From an optimization exercise on the open Yosys and OpenROAD flow, aimed at small area and a short achievable clock period; shortcuts taken in it are not production practice.
Function was checked by simulation only, so behaviour that the tests miss may differ from the original.
Power and IR drop assume default switching activity.

Design ipod_player, start of the top module:
module ipod_player(
    input  logic        clk,
    input  logic        reset,
    input  logic [7:0]  kbd_ascii,
    input  logic        speed_up,
    input  logic        speed_down,
    input  logic        speed_reset,
    input  logic        direction,
    input  logic [31:0] flash_readdata,
    input  logic        flash_readdatavalid,
    output logic        flash_read,
    output logic [3:0]  flash_byteenable,
    output logic [22:0] flash_address,
    output logic [15:0] audio_data,
    output logic        sample_clk
);
logic newclock1;      
logic newclock1_q;    
logic edgeclock1;     
logic idle;
rate_divider div1 (
    .clk(clk), .rst(reset),
    .speed_up(speed_up), .speed_down(speed_down), .speed_reset(speed_reset),
    .newclock(newclock1)
);
always_ff @(posedge clk, posedge reset)
    if (reset) begin
        newclock1_q <= 1'b0;
        edgeclock1  <= 1'b0;
    end else begin
        newclock1_q <= newclock1;
        edgeclock1  <= newclock1_q;
    end
address_gen addressset (
    .clk(clk), .rst(reset),
    .en(newclock1 & ~newclock1_q),
    .kbd(kbd_ascii),
    .idle(idle),
    .addr(flash_address)
);
flash_fsm flash (
    .clk(clk), .rst(reset),
    .direction(direction),
    .readdata(flash_readdata),
    .readdatavalid(flash_readdatavalid),
    .idle(idle),
    .newclock1(edgeclock1),
    .audiodata(audio_data),
    .flash_read(flash_read),
    .flash_byteenable(flash_byteenable)
);
assign sample_clk = newclock1;
endmodule
Size: roughly 1100 cells after synthesis, roughly 10000 µm² of cells after synthesis.
export LEC_CHECK = 0
export CAP_MARGIN = 20
export CORE_MARGIN = 2
export CORE_UTILIZATION = 40
export CTS_BUF_LIST = sky130_fd_sc_hd__clkbuf_8
export SETUP_SLACK_MARGIN = 5
export SLEW_MARGIN = 20
create_clock -name core_clock -period 100.0 [get_ports {clk}]
standard.sh (not shown) runs the stock make flow with config.mk's settings and CLKGATE_MAP_FILE= SYNTH_SCRIPT=/design/flow/synth_recipe.tcl, a recipe that flattens the netlist after the stock synthesis.
==> flow/flow/run.sh <==
#!/bin/bash
# Layout flow:
#  2. the same synthesis again with the modules kept apart and each module's
#     combinational logic mapped again by ABC for area (flow/synth_remap.tcl);
#     the registers must come out exactly as in 1 (names and cell types),
#     otherwise the flow goes on with the standard synthesis;
#  3. the standard layout, with port buffers made from buf_1 and a clock
#     tree without dummy loads.
set -euo pipefail
WORK=$(pwd)
R=$WORK/orfs/results/sky130hd/ipod_player/base
LIB=$FLOW_HOME/platforms/sky130hd/lib/sky130_fd_sc_hd__tt_025C_1v80.lib
export BUFFER_PORTS_ARGS="-buffer_cell sky130_fd_sc_hd__buf_1"
CTS="-sink_clustering_enable -repair_clock_nets -buf_list sky130_fd_sc_hd__clkbuf_8 -dont_use_dummy_load"

# list of (register instance, cell type) in a netlist
regs() { grep -oE '^\s*sky130_fd_sc_hd__(df|sdf|edf)\w+\s+\S+' "$1" | awk '{print $2, $1}' | sort; }

# 1. standard synthesis
bash standard.sh synth > flow_1_synth_standard.log 2>&1
cp $R/1_2_yosys.v $WORK/netlist_standard.v
regs $WORK/netlist_standard.v > $WORK/regs_standard.txt

# 2. synthesis with re-mapping
python3 flow/genmodels.py $LIB $WORK/comb_models.v '__fa_[0-9]' > flow_2_models.log 2>&1
export REMAP_MODELS=$WORK/comb_models.v
export REMAP_ABC_SCRIPT=$WORK/flow/abc_area.script
sed "s|SYNTH_SCRIPT=[^ ]*|SYNTH_SCRIPT=$WORK/flow/synth_remap.tcl|" standard.sh > $WORK/remap_standard.sh
rm -rf $WORK/orfs
if bash remap_standard.sh synth SYNTH_HIERARCHICAL=1 > flow_3_synth_remap.log 2>&1 \
   && regs $R/1_2_yosys.v > $WORK/regs_remap.txt \
   && cmp -s $WORK/regs_standard.txt $WORK/regs_remap.txt; then
  echo "re-mapped synthesis used" > flow_choice.txt
  SH=remap_standard.sh
else
  echo "re-mapped synthesis not used; standard synthesis instead" > flow_choice.txt
  rm -rf $WORK/orfs
  bash standard.sh synth > flow_3_synth_standard_again.log 2>&1
  SH=standard.sh
fi

# 3. layout
bash $SH finish SYNTH_HIERARCHICAL=1 SETUP_SLACK_MARGIN=78.3 CTS_ARGS="$CTS" > flow_4_layout.log 2>&1
==> flow/flow/abc_area.script <==
strash
&get -n
&fraig -x
&put
scorr
dc2
strash
&get -n
&dch -f
&nf -R 1000
&put
strash
&get -n
&dch -f
&nf -R 1000
&put
strash
&get -n
&dch -f
&nf -R 1000
&put
Other scripts of this flow, unchanged in this note and not shown: flow/flow/genmodels.py, flow/flow/synth_remap.tcl
The first run finished clean.
Then changed:
- CORE_UTILIZATION: 40 -> 60
Clock power goes down by about 2%.
Routed wire length goes down by 2.7%.
Total power goes up by 0.66%.
Final area goes down by 1.2%.
Maximum frequency hardly moves.
Core utilization goes up by 21 points.
Via count goes up by 1.0%.
Critical path depth stays the same.
Combinational power is about the same.
Clock-buffer cell count is unchanged.
Cell count goes down by 6.9%.
Then changed:
==> flow/flow/abc_area.script (replaced) <==
strash
&get -n
&fraig -x
&put
scorr
dc2
strash
&get -n
&dch -f
&nf -R 1000
&put
- CORE_UTILIZATION: 60 -> 40
Outcome:
- worst setup slack is better by 0.071 ns
- sequential power is about the same
- synthesized area grows slightly
- clock skew increases by 0.013 ns
- via count hardly moves
- critical path depth goes up by 2

========
Setup of run A:
ipod_player, a different RTL version from the one above (not shown whole).
Size in the first run: about 1100 cells after synthesis, ~92 I/O pins, roughly 0.0098 mm2 of cells after synthesis.
==> flow/config.mk <==
export PLATFORM = sky130hd
export DESIGN_NAME = ipod_player
export DESIGN_NICKNAME = ipod_player
export VERILOG_FILES = /design/flow/design.v
export SDC_FILE = /design/flow/constraint.sdc
export NUM_CORES = 4
export LEC_CHECK = 0
export CAP_MARGIN = 20
export CORE_MARGIN = 2
export CORE_UTILIZATION = 60
export CTS_BUF_LIST = sky130_fd_sc_hd__clkbuf_8
export SETUP_SLACK_MARGIN = 5
export SLEW_MARGIN = 20
==> flow/constraint.sdc <==
create_clock -name core_clock -period 100.0 [get_ports {clk}]
set_input_delay 20.0000 -clock core_clock [delete_from_list [all_inputs] [get_ports {clk}]]
set_output_delay 20.0000 -clock core_clock [all_outputs]
set_load 0.01 [all_outputs]
==> flow/flow/run.sh <==
#!/bin/bash
# Layout flow:
#  2. the same synthesis again, with its combinational logic mapped again by
#     ABC for area (flow/synth_remap.tcl);
#     the registers must come out exactly as in 1 (names and cell types),
#     otherwise the flow goes on with the standard synthesis;
#  3. the standard layout, with port buffers made from buf_1 and a clock
#     tree without dummy loads.
set -euo pipefail
WORK=$(pwd)
R=$WORK/orfs/results/sky130hd/ipod_player/base
LIB=$FLOW_HOME/platforms/sky130hd/lib/sky130_fd_sc_hd__tt_025C_1v80.lib
export BUFFER_PORTS_ARGS="-buffer_cell sky130_fd_sc_hd__buf_1"
CTS="-sink_clustering_enable -repair_clock_nets -buf_list {sky130_fd_sc_hd__clkbuf_4 sky130_fd_sc_hd__clkbuf_8} -dont_use_dummy_load"

# list of (register instance, cell type) in a netlist
regs() { grep -oE '^\s*sky130_fd_sc_hd__(df|sdf|edf)\w+\s+\S+' "$1" | awk '{print $2, $1}' | sort; }

# 1. standard synthesis
bash standard.sh synth > flow_1_synth_standard.log 2>&1
cp $R/1_2_yosys.v $WORK/netlist_standard.v
regs $WORK/netlist_standard.v > $WORK/regs_standard.txt

# 2. synthesis with re-mapping
python3 flow/genmodels.py $LIB $WORK/comb_models.v '__fa_[0-9]' > flow_2_models.log 2>&1
export REMAP_MODELS=$WORK/comb_models.v
export REMAP_ABC_SCRIPT=$WORK/flow/abc_area.script
sed "s|SYNTH_SCRIPT=[^ ]*|SYNTH_SCRIPT=$WORK/flow/synth_remap.tcl|" standard.sh > $WORK/remap_standard.sh
rm -rf $WORK/orfs
if bash remap_standard.sh synth > flow_3_synth_remap.log 2>&1 \
   && regs $R/1_2_yosys.v > $WORK/regs_remap.txt \
   && cmp -s $WORK/regs_standard.txt $WORK/regs_remap.txt; then
  echo "re-mapped synthesis used" > flow_choice.txt
  SH=remap_standard.sh
else
  echo "re-mapped synthesis not used; standard synthesis instead" > flow_choice.txt
  rm -rf $WORK/orfs
  bash standard.sh synth > flow_3_synth_standard_again.log 2>&1
  SH=standard.sh
fi

# 3. layout
bash $SH finish CTS_ARGS="$CTS" > flow_4_layout.log 2>&1
==> flow/flow/synth_remap.tcl <==
# The standard flow's synthesis script (synth_recipe.tcl) with one step added: after ORFS's
# synthesis, the combinational cells are mapped again by ABC: the logic fed by
# the keyboard input with ORFS's own (delay-oriented) ABC script, the rest with
# an area-oriented script (flow/abc_area.script). The full adders and the
# registers are left as they are. The design is then flattened and renamed as
# synth_recipe.tcl does.
proc synth {args} { yosys synth -nofsm -noshare {*}$args }
source $::env(SCRIPTS_DIR)/synth.tcl

techmap -map $::env(REMAP_MODELS)
opt -purge
techmap
opt -fast -purge
select -set kbd_cone {w:kbd_ascii} %coe* {t:$_*} %i
abc {*}$abc_args @kbd_cone
select -clear
abc {*}$lib_args {*}$lib_dont_use_args -script $::env(REMAP_ABC_SCRIPT) {t:$_*}
opt_clean -purge

# left out here: clear keep_hierarchy, flatten, clean up
splitnets
opt_clean -purge
hilomap -singleton \
    -hicell {*}$::env(TIEHI_CELL_AND_PORT) \
    -locell {*}$::env(TIELO_CELL_AND_PORT)
insbuf -buf {*}$::env(MIN_BUF_CELL_AND_PORTS)
check -assert -mapped
tee -o $::env(REPORTS_DIR)/synth_remap_stat.txt stat {*}$lib_args
# left out here: hide names made inside functions, write 1_2_yosys.v
Other scripts of this flow, unchanged in this note and not shown: flow/flow/abc_area.script, flow/flow/genmodels.py
The final layout from run A, which completed every stage, passed the timing, design-rule and antenna checks at the end of the flow.
Relative to run A, the following input files were edited for run B:
diff --git a/flow/flow/run.sh b/flow/flow/run.sh
--- a/flow/flow/run.sh
+++ b/flow/flow/run.sh
@@ -12,5 +12,5 @@
 LIB=$FLOW_HOME/platforms/sky130hd/lib/sky130_fd_sc_hd__tt_025C_1v80.lib
 export BUFFER_PORTS_ARGS="-buffer_cell sky130_fd_sc_hd__buf_1"
-CTS="-sink_clustering_enable -repair_clock_nets -buf_list {sky130_fd_sc_hd__clkbuf_4 sky130_fd_sc_hd__clkbuf_8} -dont_use_dummy_load"
+CTS="-sink_clustering_enable -repair_clock_nets -buf_list sky130_fd_sc_hd__clkbuf_8 -dont_use_dummy_load -sink_clustering_size 30 -sink_clustering_max_diameter 200 -sink_clustering_levels 1"
 
 # list of (register instance, cell type) in a netlist
==> flow/flow/synth_remap.tcl <==
# The standard flow's synthesis script (synth_recipe.tcl) with one step added: after ORFS's
# synthesis, the combinational cells are mapped again by ABC with an
# area-oriented script (flow/abc_area.script). The full adders and the
# registers are left as they are. The design is then flattened and renamed as
# synth_recipe.tcl does.
proc synth {args} { yosys synth -nofsm -noshare {*}$args }
source $::env(SCRIPTS_DIR)/synth.tcl

techmap -map $::env(REMAP_MODELS)
opt -purge
techmap
opt -fast -purge
abc {*}$lib_args {*}$lib_dont_use_args -script $::env(REMAP_ABC_SCRIPT)
opt_clean -purge

# left out here: clear keep_hierarchy, flatten, clean up
splitnets
opt_clean -purge
hilomap -singleton \
    -hicell {*}$::env(TIEHI_CELL_AND_PORT) \
    -locell {*}$::env(TIELO_CELL_AND_PORT)
insbuf -buf {*}$::env(MIN_BUF_CELL_AND_PORTS)
check -assert -mapped
tee -o $::env(REPORTS_DIR)/synth_remap_stat.txt stat {*}$lib_args
# left out here: hide names made inside functions, write 1_2_yosys.v
- Area growth from synthesis to layout: run A vs run B, no meaningful difference
- The global-route wire length before repair in run B was lower than what run A gave.
- In run B, non-clock inverter instance count of the final layout is lower than in run A.
- Compared with run A, total power in run B decreased by a few percent.
- Run B: no failed stages, no open violations at the end
- On fmax: run B sits below run A.
Modified inputs, run C compared to run B
diff --git a/flow/flow/run.sh b/flow/flow/run.sh
--- a/flow/flow/run.sh
+++ b/flow/flow/run.sh
@@ -12,5 +12,5 @@
 LIB=$FLOW_HOME/platforms/sky130hd/lib/sky130_fd_sc_hd__tt_025C_1v80.lib
 export BUFFER_PORTS_ARGS="-buffer_cell sky130_fd_sc_hd__buf_1"
-CTS="-sink_clustering_enable -repair_clock_nets -buf_list sky130_fd_sc_hd__clkbuf_8 -dont_use_dummy_load -sink_clustering_size 30 -sink_clustering_max_diameter 200 -sink_clustering_levels 1"
+CTS="-sink_clustering_enable -repair_clock_nets -buf_list sky130_fd_sc_hd__clkbuf_8 -dont_use_dummy_load"
 
 # list of (register instance, cell type) in a netlist
--- outcome ---
Run C | stages: all done | timing, DRC, antenna: all pass. Run B: all stages complete, timing, DRC and antenna checks passed. Flip-flop and latch count came out exactly the same in run C and run B. Comparing run B against run C, there is no change at all in post-route cell area. Run C against run B: maximum cell stage delay along the critical path stayed essentially flat, via count neither gained nor lost much, global-route usage saw little to no change. The part of the power in combinational logic was comparable across run C and run B. Re total wire length after detailed routing: no difference whatsoever between run C and run B. Number of diodes came out exactly the same in run C and run B. Run C -> run B: number of maximum-capacitance violations delta 0, exact match. Die footprint came out exactly the same in run C and run B. On fraction of final layout cells with drive strength greater than 1, run B tracks run C almost exactly.
Edits applied to the flow inputs when going from run C to run D:
==> flow/flow/synth_remap.tcl <==
# The standard flow's synthesis script (synth_recipe.tcl) with one step added: after ORFS's
# synthesis, the combinational cells are mapped again by ABC: the logic fed by
# the keyboard input with ORFS's own (delay-oriented) ABC script, the rest with
# an area-oriented script (flow/abc_area.script). The full adders and the
# registers are left as they are. The design is then flattened and renamed as
# synth_recipe.tcl does.
proc synth {args} { yosys synth -nofsm -noshare {*}$args }
source $::env(SCRIPTS_DIR)/synth.tcl

techmap -map $::env(REMAP_MODELS)
opt -purge
techmap
opt -fast -purge
select -set kbd_cone {w:kbd_ascii} %coe* {t:$_*} %i
abc {*}$abc_args @kbd_cone
select -clear
abc {*}$lib_args {*}$lib_dont_use_args -script $::env(REMAP_ABC_SCRIPT) {t:$_*}
opt_clean -purge

# left out here: clear keep_hierarchy, flatten, clean up
splitnets
opt_clean -purge
hilomap -singleton \
    -hicell {*}$::env(TIEHI_CELL_AND_PORT) \
    -locell {*}$::env(TIELO_CELL_AND_PORT)
insbuf -buf sky130_fd_sc_hd__buf_1 A X
check -assert -mapped
tee -o $::env(REPORTS_DIR)/synth_remap_stat.txt stat {*}$lib_args
# left out here: hide names made inside functions, write 1_2_yosys.v
--- outcome ---
Lower met2 wire length was reported by run C, not run D.
Diff run C..run D | clock sink count | unchanged
Wire length of the first global-routing pass in run D is about 2% above run C.
From run C to run D the numbers moved as follows: total power increased by 0.000012 W relative to the old numbers, final layout net count rose 0.45%, headroom to the max-slew limit +5.8 points, antenna cell count did not really move.
The final layout from run D, which completed every stage, passed the timing, design-rule and antenna checks at the end of the flow.
In run D the final HPWL from detailed placement turned out 630 um higher than in run C.
Count of non-CTS inverters in the layout: run D and run C compared, higher one is run D
Run comparison: run D cell with the largest stage delay on the worst path sky130_fd_sc_hd__buf_1; run C cell with the largest stage delay on the worst path sky130_fd_sc_hd__nor4_2
Changes in run E relative to run D:
diff --git a/flow/flow/synth_remap.tcl b/flow/flow/synth_remap.tcl
--- a/flow/flow/synth_remap.tcl
+++ b/flow/flow/synth_remap.tcl
@@ -24,5 +24,5 @@
     -hicell {*}$::env(TIEHI_CELL_AND_PORT) \
     -locell {*}$::env(TIELO_CELL_AND_PORT)
-insbuf -buf sky130_fd_sc_hd__buf_1 A X
+insbuf -buf {*}$::env(MIN_BUF_CELL_AND_PORTS)
 check -assert -mapped
 tee -o $::env(REPORTS_DIR)/synth_remap_stat.txt stat {*}$lib_args
Findings:
- The static leakage was comparable across run E and run D.
- The final core utilization was comparable across run E and run D.
- Compared with run D, in run E area added between synthesis and finish roughly the same, weighted congestion reported at the end of routability-driven placement lower, iteration count of the initial detailed-routing pass lower.

==> what the ideal ports hide <==
Ports are ideal in the flow. The routed layouts listed here were re-timed in OpenROAD. Step 1, drivers: a clkbuf_16 drives clk and a buf_2 each remaining input, both assumed. Step 2 adds t to the input delays and takes it off the output delays; t is the mean of the earliest and latest rising clock arrival at the registers after step 1. Input paths then give back, and output paths get back, about the clock's delay inside the block. a / b / c = ideal / step 1 / step 2; a / b = the first two.
| run | t (ns) | setup WS [ns] | slew at the worst register clock pin (ns) |
|---|---|---|---|
| the first run of note 1 | 0.486 | 78.374 / 78.388 / 77.902 | 0.11 / 0.11 |
| the second run of note 1 | 0.488 | 78.323 / 78.344 / 77.856 | 0.09 / 0.09 |
| the third run of note 1 | 0.491 | 78.394 / 78.413 / 77.921 | 0.11 / 0.11 |
| run A | 0.492 | 78.760 / 78.718 / 78.304 | 0.09 / 0.09 |
| run B | 0.493 | 78.525 / 78.547 / 78.054 | 0.08 / 0.08 |
| run C | 0.493 | 78.525 / 78.547 / 78.054 | 0.08 / 0.08 |
| run D | 0.481 | 78.727 / 78.740 / 78.260 | 0.09 / 0.09 |
| run E | 0.492 | 78.760 / 78.718 / 78.304 | 0.09 / 0.09 |
After both steps every run listed still meets setup and hold. The setup slack of the third run of note 1, which loses most, moves by +0.019 ns with the drivers and by -0.473 ns with both steps.
